Context: an optimization exercise on an open-source flow, tuned for small area and a short achievable clock period. The choices shown serve that exercise and are no tape-out recipe. At most, simulation tests tie the RTL to the original design; equivalence was not proved. For run 4, only the layout was checked, not whether the RTL still works. Power is estimated from default activity; no workload was simulated.

==> flow/design.v <==
`default_nettype none
module sync_fifo
#(
    parameter DATA_WIDTH = 8,
    parameter DATA_DEPTH = 64,
    parameter ADDR_WIDTH = 6
)
(
	input   wire                      clk,
	input   wire                      rst_n,
	input   wire  [DATA_WIDTH-1:0]    wr_data,
	input   wire                      rq,   
	input   wire                      wq,   
	output  reg   [DATA_WIDTH-1:0]    rd_data,
	output  wire                      full,
	output  wire                      empty
);
reg [DATA_WIDTH-1:0] mem [DATA_DEPTH-1:0];
reg [7:0]            wr_lo_n;    
reg [7:0]            wr_hi;      
reg [7:0]            rd_lo;      
reg [7:0]            rd_hi;      
reg full_r;                      
reg nempty_r;                    
reg full_o;                      
reg nempty_o;                    
assign full = full_o;
sync_fifo_inv u_empty (.a(nempty_o), .y(empty));
wire wr_en = wq & ~full_r;
wire rd_en = rq & nempty_r;
wire [7:0] wr_lo = ~wr_lo_n;
wire [7:0] wr_hi_dec = wr_lo[0] ? {wr_hi[0], wr_hi[7:1]} : wr_hi;
wire [7:0] wr_hi_inc = wr_lo[7] ? {wr_hi[6:0], wr_hi[7]} : wr_hi;
wire one_left = (|(rd_lo & {wr_lo[0], wr_lo[7:1]})) & (|(rd_hi & wr_hi_dec));
wire one_free = (|(rd_lo & {wr_lo[6:0], wr_lo[7]})) & (|(rd_hi & wr_hi_inc)) & nempty_r;
always @(posedge clk or negedge rst_n)
begin
	if (!rst_n) begin
		wr_lo_n <= 8'b1111_1110;
		wr_hi   <= 8'd1;
	end else if (wr_en) begin
		wr_lo_n <= {wr_lo_n[6:0], wr_lo_n[7]};
		if (wr_lo[7])
			wr_hi <= {wr_hi[6:0], wr_hi[7]};
	end
end
wire full_nx, nempty_nx, full_o_nx, nempty_o_nx;
sync_fifo_flags u_flags (
	.rq(rq), .wq(wq), .full(full_r), .nempty(nempty_r), .one_left(one_left), .one_free(one_free),
	.full_nx(full_nx), .nempty_nx(nempty_nx)
);
sync_fifo_flags u_flags_o (
	.rq(rq), .wq(wq), .full(full_r), .nempty(nempty_r), .one_left(one_left), .one_free(one_free),
	.full_nx(full_o_nx), .nempty_nx(nempty_o_nx)
);
always @(posedge clk or negedge rst_n)
begin
	if (!rst_n) begin
		full_r   <= 1'b0;
		nempty_r <= 1'b0;
		full_o   <= 1'b0;
		nempty_o <= 1'b0;
	end else begin
		full_r   <= full_nx;
		nempty_r <= nempty_nx;
		full_o   <= full_o_nx;
		nempty_o <= nempty_o_nx;
	end
end
wire [7:0] rd_lo_nx;
wire [7:0] rd_hi_nx;
sync_fifo_rdptr u_rdptr (
	.load(~nempty_r), .step(rq), .wr_lo(wr_lo), .wr_hi(wr_hi),
	.lo(rd_lo), .hi(rd_hi), .lo_nx(rd_lo_nx), .hi_nx(rd_hi_nx)
);
always @(posedge clk)
begin
	rd_lo <= rd_lo_nx;
	rd_hi <= rd_hi_nx;
end
wire [DATA_DEPTH-1:0] rsel_n;
genvar r, b, g;
generate
	for (r = 0; r < DATA_DEPTH; r = r + 1) begin : rs
		sync_fifo_nand2 u_sel (.a(rd_lo[r % 8]), .b(rd_hi[r / 8]), .y(rsel_n[r]));
	end
endgenerate
wire [DATA_WIDTH-1:0] rd_mux;
wire [DATA_WIDTH-1:0] rd_nx;
generate
	for (b = 0; b < DATA_WIDTH; b = b + 1) begin : rm
		wire [31:0] t;
		wire [15:0] u;
		wire [7:0]  v;
		wire [3:0]  w;
		wire [1:0]  x;
		for (g = 0; g < 32; g = g + 1) begin : l1
			sync_fifo_oai22 u_t (.a1(rsel_n[2*g]), .a2(mem[2*g][b]), .b1(rsel_n[2*g+1]), .b2(mem[2*g+1][b]), .y(t[g]));
		end
		for (g = 0; g < 16; g = g + 1) begin : l2
			sync_fifo_nor2 u_u (.a(t[2*g]), .b(t[2*g+1]), .y(u[g]));
		end
		for (g = 0; g < 8; g = g + 1) begin : l3
			sync_fifo_nand2 u_v (.a(u[2*g]), .b(u[2*g+1]), .y(v[g]));
		end
		for (g = 0; g < 4; g = g + 1) begin : l4
			sync_fifo_nor2 u_w (.a(v[2*g]), .b(v[2*g+1]), .y(w[g]));
		end
		for (g = 0; g < 2; g = g + 1) begin : l5
			sync_fifo_nand2 u_x (.a(w[2*g]), .b(w[2*g+1]), .y(x[g]));
		end
		sync_fifo_nor2 u_y (.a(x[0]), .b(x[1]), .y(rd_mux[b]));
		sync_fifo_mux2 u_m (.s(rd_en), .a0(rd_data[b]), .a1(rd_mux[b]), .x(rd_nx[b]));
	end
endgenerate
always @(posedge clk or negedge rst_n)
begin
	if (!rst_n)
		rd_data <= 0;
	else
		rd_data <= rd_nx;
end
wire [DATA_DEPTH-1:0] ld;
wire [DATA_DEPTH-1:0] hold;
sync_fifo_wdec u_wdec (.wr_lo_n(wr_lo_n), .wr_hi(wr_hi), .full(full_r), .ld(ld), .hold(hold));
generate
	for (r = 0; r < DATA_DEPTH; r = r + 1) begin : row
		wire [DATA_WIDTH-1:0] d;
		for (b = 0; b < DATA_WIDTH; b = b + 1) begin : col
			sync_fifo_ao22 u_ao (.a1(wr_data[b]), .a2(ld[r]), .b1(mem[r][b]), .b2(hold[r]), .x(d[b]));
		end
		always @(posedge clk)
			mem[r] <= d;
	end
endgenerate
endmodule
module sync_fifo_flags (
	input  wire rq,
	input  wire wq,
	input  wire full,
	input  wire nempty,
	input  wire one_left,
	input  wire one_free,
	output wire full_nx,
	output wire nempty_nx
);
assign full_nx   = ~rq & (full | (wq & one_free));
assign nempty_nx = nempty ? ~(rq & ~wq & one_left) : wq;
endmodule
module sync_fifo_wdec (
	input  wire [7:0]  wr_lo_n,
	input  wire [7:0]  wr_hi,
	input  wire        full,
	output wire [63:0] ld,
	output wire [63:0] hold
);
wire [7:0] hi_n;    
genvar i;
generate
	for (i = 0; i < 8; i = i + 1) begin : pre
		assign hi_n[i] = ~(wr_hi[i] & ~full);
	end
	for (i = 0; i < 64; i = i + 1) begin : dec
		sync_fifo_nor2 u_ld (.a(wr_lo_n[i % 8]), .b(hi_n[i / 8]), .y(ld[i]));
		sync_fifo_or2  u_hd (.a(wr_lo_n[i % 8]), .b(hi_n[i / 8]), .x(hold[i]));
	end
endgenerate
endmodule
module sync_fifo_rdptr (
	input  wire       load,
	input  wire       step,
	input  wire [7:0] wr_lo,
	input  wire [7:0] wr_hi,
	input  wire [7:0] lo,
	input  wire [7:0] hi,
	output reg  [7:0] lo_nx,
	output reg  [7:0] hi_nx
);
always @(*) begin
	if (load) begin
		lo_nx = wr_lo;
		hi_nx = wr_hi;
	end else if (step) begin
		lo_nx = {lo[6:0], lo[7]};
		hi_nx = lo[7] ? {hi[6:0], hi[7]} : hi;
	end else begin
		lo_nx = lo;
		hi_nx = hi;
	end
end
endmodule
module sync_fifo_ao22 (
	input  wire a1,
	input  wire a2,
	input  wire b1,
	input  wire b2,
	output wire x
);
assign x = (a1 & a2) | (b1 & b2);
endmodule
module sync_fifo_oai22 (
	input  wire a1,
	input  wire a2,
	input  wire b1,
	input  wire b2,
	output wire y
);
assign y = ~((a1 | a2) & (b1 | b2));
endmodule
module sync_fifo_nand4 (
	input  wire a,
	input  wire b,
	input  wire c,
	input  wire d,
	output wire y
);
assign y = ~(a & b & c & d);
endmodule
module sync_fifo_nor2 (
	input  wire a,
	input  wire b,
	output wire y
);
assign y = ~(a | b);
endmodule
module sync_fifo_inv (
	input  wire a,
	output wire y
);
assign y = ~a;
endmodule
module sync_fifo_or2 (
	input  wire a,
	input  wire b,
	output wire x
);
assign x = a | b;
endmodule
module sync_fifo_nand2 (
	input  wire a,
	input  wire b,
	output wire y
);
assign y = ~(a & b);
endmodule
module sync_fifo_nor4 (
	input  wire a,
	input  wire b,
	input  wire c,
	input  wire d,
	output wire y
);
assign y = ~(a | b | c | d);
endmodule
module sync_fifo_mux2 (
	input  wire s,
	input  wire a0,
	input  wire a1,
	output wire x
);
assign x = s ? a1 : a0;
endmodule
`default_nettype wire
==> flow/flow/run.sh <==
#!/bin/bash
# Layout flow: the standard ORFS flow (standard.sh, standard synthesis
# unchanged), with two changes:
#  - the port buffers are sky130_fd_sc_hd__buf_4 cells;
#  - after global routing, one more setup repair pass (flow/extra_repair.tcl).
# All tool output goes to standard.log and to ORFS's logs under orfs/logs/.
set -euo pipefail
here=$(pwd)
bash standard.sh "BUFFER_PORTS_ARGS=-buffer_cell sky130_fd_sc_hd__buf_4" \
  "POST_GLOBAL_ROUTE_TCL=$here/flow/extra_repair.tcl" finish > standard.log 2>&1
==> flow/flow/extra_repair.tcl <==
# Sourced by ORFS at the end of global routing (POST_GLOBAL_ROUTE_TCL):
# one more setup repair pass on global-route parasitics, as the standard
# global_route.tcl does, then re-legalize and re-route the changed nets.
estimate_parasitics -global_routing
puts "extra repair: worst slack before [worst_slack -max]"
repair_timing -setup -setup_margin $::env(SETUP_SLACK_MARGIN) -verbose
global_route -start_incremental
detailed_placement
global_route -end_incremental
estimate_parasitics -global_routing
puts "extra repair: worst slack after [worst_slack -max]"
==> flow/standard.sh <==
#!/bin/bash
# synth_recipe.tcl (not shown) runs the flow's synth.tcl, then flattens the netlist and writes it again
# the make line also repeats each setting of config.mk as NAME=value (left out here)
make -C /OpenROAD-flow-scripts/flow DESIGN_CONFIG=/design/flow/config.mk WORK_HOME=/design/flow/orfs CLKGATE_MAP_FILE= SYNTH_SCRIPT=/design/flow/synth_recipe.tcl "${@:-finish}"
==> flow/config.mk <==
export PLATFORM = sky130hd
export DESIGN_NAME = sync_fifo
export DESIGN_NICKNAME = sync_fifo
export VERILOG_FILES = /design/flow/design.v
export SDC_FILE = /design/flow/constraint.sdc
export NUM_CORES = 4
export LEC_CHECK = 0
export CAP_MARGIN = 20
export CORE_MARGIN = 2
export CORE_UTILIZATION = 60
export CTS_BUF_LIST = sky130_fd_sc_hd__clkbuf_16
export CTS_CLUSTER_DIAMETER = 70
export CTS_CLUSTER_SIZE = 36
export SETUP_SLACK_MARGIN = 2.0
export SLEW_MARGIN = 20
export SYNTH_HIERARCHICAL = 1
==> flow/constraint.sdc <==
create_clock -name core_clock -period 4.0 [get_ports {clk}]
set_input_delay 0.8000 -clock core_clock [delete_from_list [all_inputs] [get_ports {clk}]]
set_output_delay 0.8000 -clock core_clock [all_outputs]
set_load 0.01 [all_outputs]
==> impl_metrics.tcl, run 1 <==
set metrics [dict create \
    min_path_type "input pin to asynchronous set/reset pin" \
    tritoncts "done" \
    first_global_vias 16200 \
    synth_compound_area_share_pct 31.6 \
    insertion_delay_ns 0.56 \
    synth_top_family_by_area "compound AO/OA/AOI/OAI gates" \
    die_w_microns 188 \
    wl_met3_mm 6.33 \
    drive_above_1_share_pct 9.38 \
    io_pins 22 \
    synth-simple-area-share_pct 10.6 \
    grt_max_degree 65 \
    vias 17100 \
    post-route-min-period_ns 2.03 \
    final-hold-violation-count 0 \
    m1WireLength_mm 27.4 \
    seqCellArea_sq_um 11300 \
    die_y_microns 188 \
    numPortBuffers 21 \
    maxSlewViolCount 0 \
    setup_tns_ns 0 \
    synth_nets 1952 \
    fin_crit_sh_pct 50.6 \
    end_kind "register" \
    syn2layout_area_growth_pct 10.5 \
    p_leak_nw 8.93 \
    path_clk_slew_ns 0.09 \
    multi_input_area_sq_um 9070 \
    maxCapViolations 0 \
    relSlewSlack_pct 28.6 \
    wl_met2_mm 27.0 \
    synth.area.mux_share_pct 1.77 \
    cts_setup_buffers 1 \
    grt_pass1_wl_mm 95.9 \
    grt_use_total_pct 34.3 \
    place_area_sq_um 21100 \
    avgSynthCellArea_sq_um 10.5 \
    setup_violations 0 \
    postRouteAntennaNets 0 \
    clk_root_buffer_cell "clkbuf_16" \
    place_congestion 0.900 \
    final_common_cell "a22o_1" \
    layout_common_cells "a22o_1 (513), dfxtp_1 (512), o22ai_1 (264)" \
    route.top_layer_used "met4" \
    fmax_mhz 494 \
    htree_levels 2 \
    finalClockSkew_ns 0.0232 \
    synthXorXnorAreaFrac_pct 0 \
    required_ns 4.48 \
    synth_area_sq_um 20400 \
    gr-total-overflow 0 \
    fillers 2618 \
    core_area_sq_um 33500 \
    dp_hpwl_mm 37.6 \
    first_pass_iters 8 \
    totalWireLength_mm 63.3 \
    ir_worst_vdd_mv 0.395 \
    clock_path_buffers 3 \
    final_area_sq_um 22600 \
    initial_core_util_pct 60.9 \
    ys_types 33 \
    yosys_warnings 10 \
    placementRows 67 \
    antenna_found_initial 1 \
    drc_errors 0 \
    cts_buffers 36 \
    yosysSeqAreaShare_pct 55.3 \
    status "finished clean" \
    nNetsFinal 2011 \
    cp_data_arrival_time_ns 2.51 \
    synthAdderAreaFrac_pct 0 \
    start_kind "register" \
    initialDrtViolationCount 2015 \
    post_drt_wl_per_cell_microns 25.6 \
    cts_resized 26 \
    cts_sinks 556 \
    postCtsHoldBufs 0 \
    dieArea_sq_um 35500 \
    ys_ff_latch 556 \
    vias_per_cell 6.91 \
    cp_max_fo 16 \
    synthCells 1940 \
    power_density_nw_per_um2 669 \
    timing_worst_setup_path_type "register to register" \
    tightestPinTransition_ns 1.07 \
]
-- synthesized netlist by cell type --
cell type / instances / share of area (%)
nand2b_1: 16 / 0.49
a222oi_1: 1 / 0.049
nor2b_1: 1 / 0.031
dfrtp_1: 20 / 2.5
clkbuf_1: 3 / 0.055
nand3_1: 4 / 0.098
buf_6: 4 / 0.22
mux2i_1: 8 / 0.39
a22oi_1: 5 / 0.18
buf_2: 4 / 0.098
o211ai_2: 8 / 0.49
a21oi_1: 5 / 0.12
a22o_1: 513 / 22
nand2_1: 174 / 3.2
nand4b_1: 8 / 0.34
dfxtp_1: 528 / 52
o21ai_1: 2 / 0.049
mux2_2: 13 / 0.72
o41ai_1: 1 / 0.043
and2_1: 2 / 0.061
and2_4: 1 / 0.043
dfstp_2: 8 / 1.0
a21o_1: 2 / 0.074
nor2_1: 234 / 4.3
o22ai_1: 264 / 8.1
buf_4: 2 / 0.074
mux2_4: 9 / 0.66
a221oi_2: 1 / 0.074
inv_1: 18 / 0.33
nor4_1: 1 / 0.031
o21ai_0: 14 / 0.34
or2_1: 64 / 2.0
a221oi_1: 2 / 0.086
-- registers in the layout, indices dropped and copies added, names as in the netlist, 8 cells and up --
signal   count
mem        512
wr_hi        8
wr_lo_n      8
rd_hi        8
rd_lo        8
rd_data      8
-- critical path, cell delays in order (launching register included) --
cell and delay, ns:
dfrtp_1 0.55, nand2b_1 0.59, nor2_1 0.59, a22o_1 0.24
-- worst paths after layout --
path / startpoint / to / slack [ns] / cells past startpoint
worst max-delay path: full_r / mem[2][2] / 1.97 / 3
worst min-delay path: rst_n / rd_data[2] / 0.17 / 1
worst max register to register: full_r / mem[2][2] / 1.97 / 3
worst min register to register: mem[61][2] / mem[61][2] / 0.48 / 1
max in group asynchronous: rst_n / wr_lo_n[3] / 3.50 / 1
min in group core_clock: mem[61][2] / mem[61][2] / 0.48 / 1
-- power breakdown --
part	internal (mW)	switching [mW]	total [mW]
Sequential	5.73	0.655	6.39
Combinational	1.51	3.21	4.72
Clock	1.94	2.06	4.00
-- metrics by stage --
stage / setup slack, ns / power [mW] / hold slack, ns / util [%] / std cells
detailed placement: 1.51 / 10.8 / 0.454 / 62.8 / 2399
global placement: 1.55 / 10.8 / 0.456 / 62.8 / 2399
finish: 1.97 / 15.1 / 0.169 / 67.3 / 2475
floorplan: 2.20 / 8.76 / 0.443 / - / 1940
CTS: 1.99 / 14.8 / 0.167 / 66.7 / 2464
-- cell type report --
type                    count  share of cell area (%)
flip-flops and latches    556                    50.3
multi-input cells        1353                    40.2
clock buffers              38                    4.21
well taps                 448                    2.48
repair buffers             34                    1.27
clock inverters            26                    1.23
inverters                  18                   0.299
diodes                      2                  0.0222
-- modules after synthesis, one instance, submodules excluded --
module	cell area (sq um)	flip-flops and latches
sync_fifo_rdptr	468	0
sync_fifo_flags	20.0	0
sync_fifo_or2	6.26	0
sync_fifo_ao22	8.76	0
sync_fifo_inv	3.75	0
sync_fifo_nor2	3.75	0
sync_fifo_wdec	50.0	0
sync_fifo_mux2	15.0	0
sync_fifo	11800	556
sync_fifo_nand2	3.75	0
sync_fifo_oai22	6.26	0
-- routing by layer --
metal	vias to the layer above	track usage, %
li1	7696	-
met1	8299	50.4
met2	958	50.7
met3	155	5.03
met4	0	13.9
met5	-	0
-- cell families (layout without fill, tap and decap cells) --
logic type | Yosys count | after routing
AOI/OAI and AO/OA | 818 | 818
DFF | 556 | 556
and+or+nand+nor | 505 | 505
buffers and inverters | 31 | 116
muxes | 30 | 30
other | 0 | 2
==> inputs of run 2 (changes only) <==
--- a/flow/config.mk
+++ b/flow/config.mk
@@ -9,6 +9,6 @@
 export CORE_MARGIN = 2
-export CORE_UTILIZATION = 60
+export CORE_UTILIZATION = 70
 export CTS_BUF_LIST = sky130_fd_sc_hd__clkbuf_16
-export CTS_CLUSTER_DIAMETER = 70
-export CTS_CLUSTER_SIZE = 36
+export CTS_CLUSTER_DIAMETER = 100
+export CTS_CLUSTER_SIZE = 28
 export SETUP_SLACK_MARGIN = 2.0
==> run 2 against run 1 <==
Combinational power fell by 3%; cell count fell by 4.2%; critical path type is now register to primary output; register-to-register slack improved by 0.05 ns; non-clock buffer count fell by 4; critical endpoint is now rd_data[6]; first-iteration DRC count rose by 24%; design area fell by 3.2%; sequential share of layout area rose by 1.7 points; via count rose by 1.1%; highest routed layer unchanged; worst setup slack improved by 0.0056 ns; still clean on timing, DRC and antenna.
==> impl_metrics.tcl, run 2 <==
set metrics [dict create \
    status "finished clean" \
    end_kind "primary output" \
    yosysSeqAreaShare_pct 55.3 \
    power_frac_clock_pct 20.3 \
    crit_path_top_delay_cell "dfrtp_2" \
    r2r_cells 3 \
    grt_max_degree 65 \
    initialDrtViolationCount 2502 \
    yosysTopAreaCell "dfxtp_1" \
    yosysTopAreaCellShare_pct 51.8 \
    syn2layout_area_growth_pct 7.06 \
    final_common_cell "a22o_1" \
    async_flop_share_pct 5.04 \
    setup_violations 0 \
    first_pass_iters 5 \
    cts_buffers 23 \
    antenna_found_initial 1 \
    yosys_warnings 10 \
    regMostFlops "mem" \
    largest_reg_flops 512 \
    power_density_nw_per_um2 632 \
    synth-edff-count 0 \
    htree_levels 1 \
    initial_core_util_pct 71.1 \
    ir_worst_vdd_mv 0.394 \
    synthCells 1940 \
    post_drt_wl_per_cell_microns 26.0 \
    ys_ff_latch 556 \
    whs_ns 0.139 \
    drive_above_1_share_pct 7.90 \
    power_switching_mw 5.45 \
    diodes 0 \
    io_pins 22 \
    drc_errors 0 \
    cpPeakStageDelay_ns 0.49 \
    die_y_microns 175 \
    startpoint "rd_data[6]" \
    comb_power_share_pct 33.2 \
    p_int_mw 8.35 \
    grt_use_total_pct 38.9 \
    gr-total-overflow 0 \
    switching_share_pct 39.5 \
    start_kind "register" \
    maxSlewViolCount 0 \
    first_global_vias 16200 \
    relSlewSlack_pct 28.6 \
    path_depth 1 \
    synth_nets 1952 \
    core_area_sq_um 28700 \
    place_area_sq_um 21000 \
    vias_per_cell 7.29 \
    avgSynthCellArea_sq_um 10.5 \
    totalWireLength_mm 61.7 \
    place_congestion 0.931 \
    crit_end "rd_data[6]" \
    placementRows 62 \
    grt_pass1_wl_mm 94.0 \
    dp.cells 2334 \
    cp_max_fo 2 \
    finalClockSkew_ns 0.0153 \
    p_leak_nw 8.63 \
    netlist_top_cells_area "dfxtp_1 (52%), a22o_1 (22%), o22ai_1 (8.1%)" \
    post-route-min-period_ns 2.02 \
    synthFlopType "dfxtp_1" \
    setup_tns_ns 0 \
    maxCapViolations 0 \
    critPathTopFamily "flip-flops" \
    cts_sinks 556 \
    required_ns 3.20 \
    ys_types 33 \
    cp_data_arrival_time_ns 1.22 \
    dieArea_sq_um 30500 \
    dp_hpwl_mm 36.9 \
    fin_crit_sh_pct 50.5 \
    reg2reg_from "full_r" \
    final_cell_count_no_fill 2372 \
    final-hold-violation-count 0 \
    yosysMostFrequentCell "dfxtp_1" \
    path_clk_slew_ns 0.11 \
    cts_resized 24 \
    min_path_type "input pin to asynchronous set/reset pin" \
    fmax_mhz 495 \
    cts_setup_buffers 1 \
    p_seq_share_pct 46.5 \
    vias 17300 \
    tightestPinTransition_ns 1.07 \
    tritoncts "done" \
    clk_root_buffer_cell "clkbuf_16" \
    postRouteAntennaNets 0 \
    r2r_slack_ns 2.02 \
    postCtsHoldBufs 0 \
    insertion_delay_ns 0.58 \
    layout_common_cells "a22o_1 (513), dfxtp_1 (512), o22ai_1 (264)" \
    numPortBuffers 21 \
    synth_area_sq_um 20400 \
    critPathBufInv 1 \
    clock_path_buffers 3 \
    path_cells "buf_6" \
    final_area_sq_um 21900 \
    die_w_microns 175 \
    nNetsFinal 1994 \
    regToRegEndpoint "mem[58][5]" \
    yosys-top-cells-count "dfxtp_1 (528), a22o_1 (513), o22ai_1 (264)" \
    timing_worst_setup_path_type "register to primary output" \
]
-- run 2: cell counts after synthesis --
Identical to the previous run, type by type.
-- run 2: cell type report --
type | instances | area (sq um)
Clock buffer | 23 | 576
Clock inverter | 8 | 61.3
Fill cell | 2013 | 6850
Inverter | 18 | 67.6
Multi-Input combinational cell | 1353 | 9080
Sequential cell | 556 | 11400
Tap cell | 384 | 480
Timing Repair Buffer | 30 | 236
-- run 2: logic make-up after synthesis --
family,synth area share (%)
muxes,1.77
DFF,55.3
buffers and inverters,0.778
and+or+nand+nor,10.6
AOI/OAI and AO/OA,31.6
-- run 2: through the flow --
stage	power, mW	util (%)	worst slack, ns
2_1_floorplan	8.76	-	2.20
3_3_place_gp	10.6	73.1	1.61
3_5_place_dp	10.7	73.1	1.61
4_1_cts	13.4	75.5	1.90
6_report	13.8	76.1	1.98
-- run 2: worst min path at each step --
stage,startpoint,end,slack (ns)
2_1_floorplan,mem[0][0],mem[0][0],0.44
3_3_place_gp,mem[16][3],mem[16][3],0.46
3_5_place_dp,mem[58][3],mem[58][3],0.46
4_1_cts,rst_n,rd_data[4],0.15
6_report,rst_n,rd_data[4],0.14
-- run 2: layer usage --
layer / global-route usage [%] / vias to the layer above / wire length (microns)
li1: - / 7648 / -
met1: 56.0 / 8337 / 25500
met2: 58.4 / 1138 / 26800
met3: 6.64 / 169 / 6830
met4: 16.2 / 0 / 2580
met5: 0 / - / 0
-- run 2: power groups by stage --
stage	logic [mW]	registers, mW	clock network, mW
after floorplan	2.71	6.05	0
after global placement	4.23	6.42	0
after detailed placement	4.26	6.41	0
after CTS	4.29	6.32	2.79
final	4.59	6.42	2.80
-- run 2: per-module statistics from Yosys (local to each module, per instance) --
module	flip-flops and latches	cell area, sq um	copies in the design	cells
sync_fifo_wdec	0	50.0	1	8
sync_fifo_or2	0	6.26	64	1
sync_fifo_inv	0	3.75	1	1
sync_fifo_ao22	0	8.76	512	1
sync_fifo_nor2	0	3.75	232	1
sync_fifo_oai22	0	6.26	256	1
sync_fifo	556	11800	1	642
sync_fifo_flags	0	20.0	2	4
sync_fifo_rdptr	0	468	1	65
sync_fifo_nand2	0	3.75	144	1
sync_fifo_mux2	0	15.0	8	1
==> inputs of run 3 (changes only) <==
--- a/flow/config.mk
+++ b/flow/config.mk
@@ -9,3 +9,3 @@
 export CORE_MARGIN = 2
-export CORE_UTILIZATION = 70
+export CORE_UTILIZATION = 60
 export CTS_BUF_LIST = sky130_fd_sc_hd__clkbuf_16
==> run 3 against run 2 <==
Worst setup slack improved by 0.033 ns; count of clock-buffer cells in the layout unchanged; sequential share of layout area fell by 0.44 points; sequential power about the same; fmax rose by 1.7%; largest cell class unchanged; synthesized cell count stayed put; routed wire length increased by 2.2%; clock skew hardly changed; worst hold slack is essentially flat; flip-flop and latch count is the same; register-to-register slack about the same; total power grew 0.97%.
==> impl_metrics.tcl, run 3 <==
set metrics [dict create \
    avgSynthCellArea_sq_um 10.5 \
    start_kind "register" \
    critPathTopFamily "flip-flops" \
    yosysTopAreaCellShare_pct 51.8 \
    p_leak_nw 8.69 \
    maxSlewViolCount 0 \
    seqCellArea_sq_um 11400 \
    setup_violations 0 \
    synth_nets 1952 \
    final_common_cell "a22o_1" \
    reg2reg_from "rd_lo[2]" \
    place_congestion 0.900 \
    tritoncts "done" \
    fmax_mhz 503 \
    r2r_cells 8 \
    placementRows 67 \
    core_area_sq_um 33500 \
    gr-total-overflow 0 \
    drc_errors 0 \
    critPathBufInv 1 \
    yosysSeqAreaShare_pct 55.3 \
    totalWireLength_mm 63.0 \
    insertion_delay_ns 0.57 \
    diodes 0 \
    initial_core_util_pct 60.9 \
    io_pins 22 \
    required_ns 3.20 \
    post-route-min-period_ns 1.99 \
    final-hold-violation-count 0 \
    maxCapViolations 0 \
    die_y_microns 188 \
    status "finished clean" \
    min_path_type "input pin to asynchronous set/reset pin" \
    die_w_microns 188 \
    antenna_found_initial 2 \
    cp_data_arrival_time_ns 1.19 \
    finalClockSkew_ns 0.0157 \
    synthCells 1940 \
    tightestPinTransition_ns 1.05 \
    dp_hpwl_mm 37.6 \
    numPortBuffers 21 \
    cp_max_fo 2 \
    end_kind "primary output" \
    postCtsHoldBufs 0 \
    ys_ff_latch 556 \
    grt_pass1_wl_mm 94.7 \
    yosys-top-cells-count "dfxtp_1 (528), a22o_1 (513), o22ai_1 (264)" \
    yosysTopAreaCell "dfxtp_1" \
    first_pass_iters 5 \
    ir_worst_vdd_mv 0.412 \
    vias 17000 \
    synthFlopType "dfxtp_1" \
    crit_path_top_delay_cell "dfrtp_1" \
    timing_worst_setup_path_type "register to primary output" \
    grt_use_total_pct 33.8 \
    multi_input_area_sq_um 9090 \
    power_density_nw_per_um2 633 \
    fillers 2706 \
    setup_tns_ns 0 \
    largest_reg_flops 512 \
    nNetsFinal 2003 \
    first_global_vias 16000 \
    path_clk_slew_ns 0.11 \
    clock_path_buffers 3 \
    netlist_top_cells_area "dfxtp_1 (52%), a22o_1 (22%), o22ai_1 (8.1%)" \
    syn2layout_area_growth_pct 7.96 \
    cts_sinks 556 \
    drive_above_1_share_pct 8.37 \
    grt_max_degree 65 \
    synth_area_sq_um 20400 \
    ys_types 33 \
    regMostFlops "mem" \
    fin_crit_sh_pct 49.7 \
    finalPower_mw 13.9 \
    initialDrtViolationCount 2039 \
    cts_setup_buffers 4 \
    post_drt_wl_per_cell_microns 25.8 \
    dieArea_sq_um 35500 \
    whs_ns 0.138 \
    yosys_warnings 10 \
    yosysMostFrequentCell "dfxtp_1" \
    postRouteAntennaNets 0 \
    vias_per_cell 6.95 \
    cts_buffers 23 \
    synth-edff-count 0 \
    relSlewSlack_pct 29.8 \
    clk_root_buffer_cell "clkbuf_16" \
    regToRegEndpoint "rd_data[2]" \
    r2r_slack_ns 2.01 \
    cts_resized 22 \
    htree_levels 1 \
    layout_common_cells "a22o_1 (513), dfxtp_1 (512), o22ai_1 (264)" \
    cpPeakStageDelay_ns 0.47 \
    async_flop_share_pct 5.04 \
    path_cells "buf_6" \
]
-- run 3: where the power goes --
part	internal (mW)	switching [mW]
clock network	1.11	1.68
registers	5.74	0.653
logic	1.53	3.23
total	8.38	5.56
-- run 3: worst max path at each step --
stage	start	to	slack [ns]	cells past startpoint
after floorplan	wq	wr_hi[1]	2.20	5
after global placement	rd_lo[4]	rd_data[2]	1.55	8
after detailed placement	rd_lo[4]	rd_data[4]	1.51	8
after CTS	rd_lo[7]	rd_data[5]	1.93	9
final	rd_data[7]	rd_data[7]	2.01	1
-- run 3: per-module statistics from Yosys (local to each module, per instance), a selection --
| module | cells | copies in the design | area [sq um] | flops+latches |
|---|---|---|---|---|
| sync_fifo_rdptr | 65 | 1 | 468 | 0 |
| sync_fifo_wdec | 8 | 1 | 50.0 | 0 |
| sync_fifo_flags | 4 | 2 | 20.0 | 0 |
| sync_fifo_ao22 | 1 | 512 | 8.76 | 0 |
| sync_fifo_or2 | 1 | 64 | 6.26 | 0 |
| sync_fifo_nand2 | 1 | 144 | 3.75 | 0 |
| sync_fifo_inv | 1 | 1 | 3.75 | 0 |
-- run 3: logic make-up after synthesis --
family	after synthesis	share of synthesized area, %
AOI/OAI and AO/OA	818	31.6
DFF	556	55.3
and+or+nand+nor	505	10.6
buffers and inverters	31	0.778
muxes	30	1.77
-- run 3: layout make-up --
type	instances	area share [%]
inverters	18	0.307
repair buffers	39	1.54
clock inverters	7	0.238
well taps	448	2.54
clock buffers	23	2.61
flip-flops and latches	556	51.5
multi-input cells	1353	41.2
-- run 3: worst reg2reg max path, stage by stage, from the launching register on --
cell and delay (ns):
dfxtp_4 0.47, nand2_1 0.30, o22ai_1 0.15, nor2_1 0.18, nand2_1 0.08, nor2_1 0.33
nand2_1 0.16, nor2_1 0.12, mux2_4 0.15
-- run 3: metrics by stage --
step                      worst slack (ns)  area [sq um]  instances  utilization [%]
after global placement                1.55         21100       2399             62.8
after detailed placement              1.51         21100       2399             62.8
final                                 2.01         22000       2444             65.7
after floorplan                       2.20         20400       1940                -
after CTS                             1.93         21800       2433             64.9
-- run 3: layer usage --
layer	wire, microns	part of all wire, %	global-route usage [%]	vias to the layer above
met1	27400	43	49.3	8204
met3	6140	9.7	5.01	154
met5	12	0.019	0	-
met2	26900	43	50.5	975
li1	-	-	-	7649
met4	2550	4.0	13.4	2
==> inputs of run 4 (changes only) <==
--- a/flow/design.v
+++ b/flow/design.v
@@ -164,3 +164,3 @@
 		sync_fifo_nor2 u_ld (.a(wr_lo_n[i % 8]), .b(hi_n[i / 8]), .y(ld[i]));
-		sync_fifo_or2  u_hd (.a(wr_lo_n[i % 8]), .b(hi_n[i / 8]), .x(hold[i]));
+		sync_fifo_inv  u_hd (.a(ld[i]), .y(hold[i]));
 	end
@@ -231,9 +231,2 @@
 endmodule
-module sync_fifo_or2 (
-	input  wire a,
-	input  wire b,
-	output wire x
-);
-assign x = a | b;
-endmodule
 module sync_fifo_nand2 (
==> run 4 against run 3 <==
Die area fell by 0.77%; flip-flop and latch count is the same; global-route usage shrank 0.24 points; largest cell class unchanged; highest routed layer unchanged.
==> impl_metrics.tcl, run 4 <==
set metrics [dict create \
    status "finished clean" \
    synth_area_sq_um 20300 \
    tritoncts "done" \
    cts_buffers 23 \
    setup_tns_ns 0 \
    r2r_cells 4 \
    min_path_type "input pin to asynchronous set/reset pin" \
    vias 16600 \
    first_global_vias 15700 \
    antenna_found_initial 1 \
    fin_crit_sh_pct 50.0 \
    htree_levels 1 \
    cp_max_fo 11 \
    drive_above_1_share_pct 10.1 \
    post-route-min-period_ns 2.00 \
    route.top_layer_used "met5" \
    wl_met2_mm 26.5 \
    diodes 0 \
    async_flop_share_pct 5.04 \
    post_drt_wl_per_cell_microns 25.1 \
    final_common_cell "a22o_1" \
    regMostFlops "mem" \
    postRouteAntennaNets 0 \
    layout_common_cells "a22o_1 (513), dfxtp_1 (512), o22ai_1 (264)" \
    yosys-top-cells-count "dfxtp_1 (528), a22o_1 (513), o22ai_1 (264)" \
    fmax_mhz 500 \
    wl_met3_mm 5.34 \
    synthFlopType "dfxtp_1" \
    yosysMostFrequentCell "dfxtp_1" \
    dieArea_sq_um 35200 \
    post-place-ws_ns 1.53 \
    yosysTopAreaCellShare_pct 52.2 \
    path_clk_slew_ns 0.11 \
    required_ns 4.46 \
    cts_sinks 556 \
    cts_setup_buffers 2 \
    ys_types 32 \
    synth-edff-count 0 \
    start_kind "register" \
    initialDrtViolationCount 1766 \
    first_pass_iters 5 \
    nNetsFinal 1999 \
    die_y_microns 188 \
    initial_core_util_pct 60.7 \
    yosysSeqAreaShare_pct 55.7 \
    finalClockSkew_ns 0.0274 \
    worst_slack_ns 2.00 \
    core_area_sq_um 33400 \
    tightestPinTransition_ns 1.06 \
    numPortBuffers 21 \
    grt_use_total_pct 33.5 \
    vias_per_cell 6.81 \
    avgSynthCellArea_sq_um 10.4 \
    ir_worst_vdd_mv 0.480 \
    drc_errors 0 \
    power_density_nw_per_um2 626 \
    io_pins 22 \
    largest_reg_flops 512 \
    grt_pass1_wl_mm 92.7 \
    synthCells 1940 \
    yosysTopAreaCell "dfxtp_1" \
    ys_ff_latch 556 \
    postCtsHoldBufs 0 \
    gr-total-overflow 0 \
    final-hold-violation-count 0 \
    timing_worst_setup_path_type "register to register" \
    maxCapViolations 0 \
    insertion_delay_ns 0.59 \
    setup_violations 0 \
    dp_hpwl_mm 37.4 \
    cts_resized 61 \
    cp_data_arrival_time_ns 2.46 \
    grt_max_degree 65 \
    end_kind "register" \
    clk_root_buffer_cell "clkbuf_16" \
    die_w_microns 188 \
    clock_path_buffers 3 \
    synth_nets 1952 \
    placementRows 67 \
    m1WireLength_mm 27.3 \
    syn2layout_area_growth_pct 9.53 \
    maxSlewViolCount 0 \
    netlist_top_cells_area "dfxtp_1 (52%), a22o_1 (22%), o22ai_1 (8.2%)" \
    totalWireLength_mm 61.2 \
    relSlewSlack_pct 29.5 \
    yosys_warnings 10 \
    place_congestion 0.944 \
    p_leak_nw 8.63 \
]
-- run 4: changes by cell type after synthesis, sizes merged --
cell / change
inv: +64
or2: -64
-- run 4: critical path, cell delays in order (launching register included) --
cell	delay, ns
dfrtp_1	0.54
nand2b_2	0.46
nor2_2	0.42
inv_1	0.23
a22o_1	0.23
-- run 4: per-module statistics from Yosys, one instance, submodules excluded --
module           cells  flip-flops and latches  times used  area [sq um]
sync_fifo          642                     556           1         11800
sync_fifo_ao22       1                       0         512          8.76
sync_fifo_flags      4                       0           2          20.0
sync_fifo_inv        1                       0          65          3.75
sync_fifo_mux2       1                       0           8          15.0
sync_fifo_nand2      1                       0         144          3.75
sync_fifo_nor2       1                       0         232          3.75
sync_fifo_oai22      1                       0         256          6.26
sync_fifo_rdptr     65                       0           1           468
sync_fifo_wdec       8                       0           1          50.0
-- run 4: path summary, 6_finish.rpt --
path | from | endpoint | slack [ns]
max reg2reg | full_r | mem[37][7] | 2.00
min | rst_n | wr_hi[5] | 0.12
min in group core_clock | wq | nempty_r | 0.45
min reg2reg | mem[6][3] | mem[6][3] | 0.48
max | full_r | mem[37][7] | 2.00
max in group asynchronous | rst_n | wr_lo_n[1] | 3.54
-- run 4: cell families after synthesis --
logic type             share of synthesized area [%]
muxes                                           1.79
buffers and inverters                           1.97
and+or+nand+nor                                 8.67
AOI/OAI and AO/OA                               31.9
DFF                                             55.7
-- run 4: area by class of cell --
| cell class | instances | area [sq um] |
|---|---|---|
| clock buffer | 23 | 576 |
| tap | 448 | 561 |
| clock inverter | 6 | 53.8 |
| multi-input combinational | 1289 | 9040 |
| timing repair buffer | 35 | 293 |
| fill | 2772 | 11200 |
| inverter | 82 | 308 |
| sequential | 556 | 11400 |
-- run 4: through the flow --
step           power [mW]  util [%]  hold WS [ns]  instances  area [sq um]
3_5_place_dp         10.8      62.6         0.455       2398         20900
4_1_cts              13.6      65.0         0.120       2429         21700
2_1_floorplan        8.75         -         0.443       1940         20300
3_3_place_gp         10.8      62.6         0.456       2398         20900
6_report             13.9      66.5         0.123       2439         22200
-- run 4: routing by layer --
| layer | vias to the layer above | global-route usage (%) |
|---|---|---|
| li1 | 7579 | - |
| met1 | 8069 | 49.2 |
| met2 | 833 | 50.5 |
| met3 | 134 | 4.98 |
| met4 | 2 | 12.2 |
| met5 | - | 0 |
-- run 4: report_power, final --
group          switching, mW  leakage, nW  internal, mW
sequential             0.597         4.61          5.73
clock                   1.68        0.323          1.11
combinational           3.22         3.70          1.53

-- what the ideal ports hide --
The flow's constraints put no driver on any port. The routed layouts listed below were extracted and timed again, unchanged, in two steps. Step 1: set_driving_cell puts a clkbuf_16 on clk and a buf_2 on each other input, an assumption about the parent block. Step 2, shift: input delay + t, output delay - t, t = (earliest + latest rising clock arrival at the registers) / 2. This alone moves slack from input paths to output paths. Three values: no drivers, after step 1, after step 2; two values: the first two.
| run | shift t [ns] | setup slack, ns | hold slack, ns | worst data-port slew with drivers (ns) | pins driven straight from the clock port |
|---|---|---|---|---|---|
| run 1 | 0.599 | 1.975 / 1.966 / 1.735 | 0.169 / 0.197 / 0.478 | 0.08 | 1 |
| run 2 | 0.626 | 1.980 / 1.926 / 1.718 | 0.139 / 0.139 / 0.485 | 0.08 | 1 |
| run 3 | 0.618 | 2.013 / 1.959 / 1.761 | 0.138 / 0.163 / 0.484 | 0.07 | 1 |
| run 4 | 0.629 | 1.999 / 1.946 / 1.826 | 0.123 / 0.170 / 0.484 | 0.10 | 1 |
After both steps setup and hold are still met in every run listed. The setup slack of run 2, which loses most, moves by -0.054 ns with the drivers and by -0.262 ns with both steps.
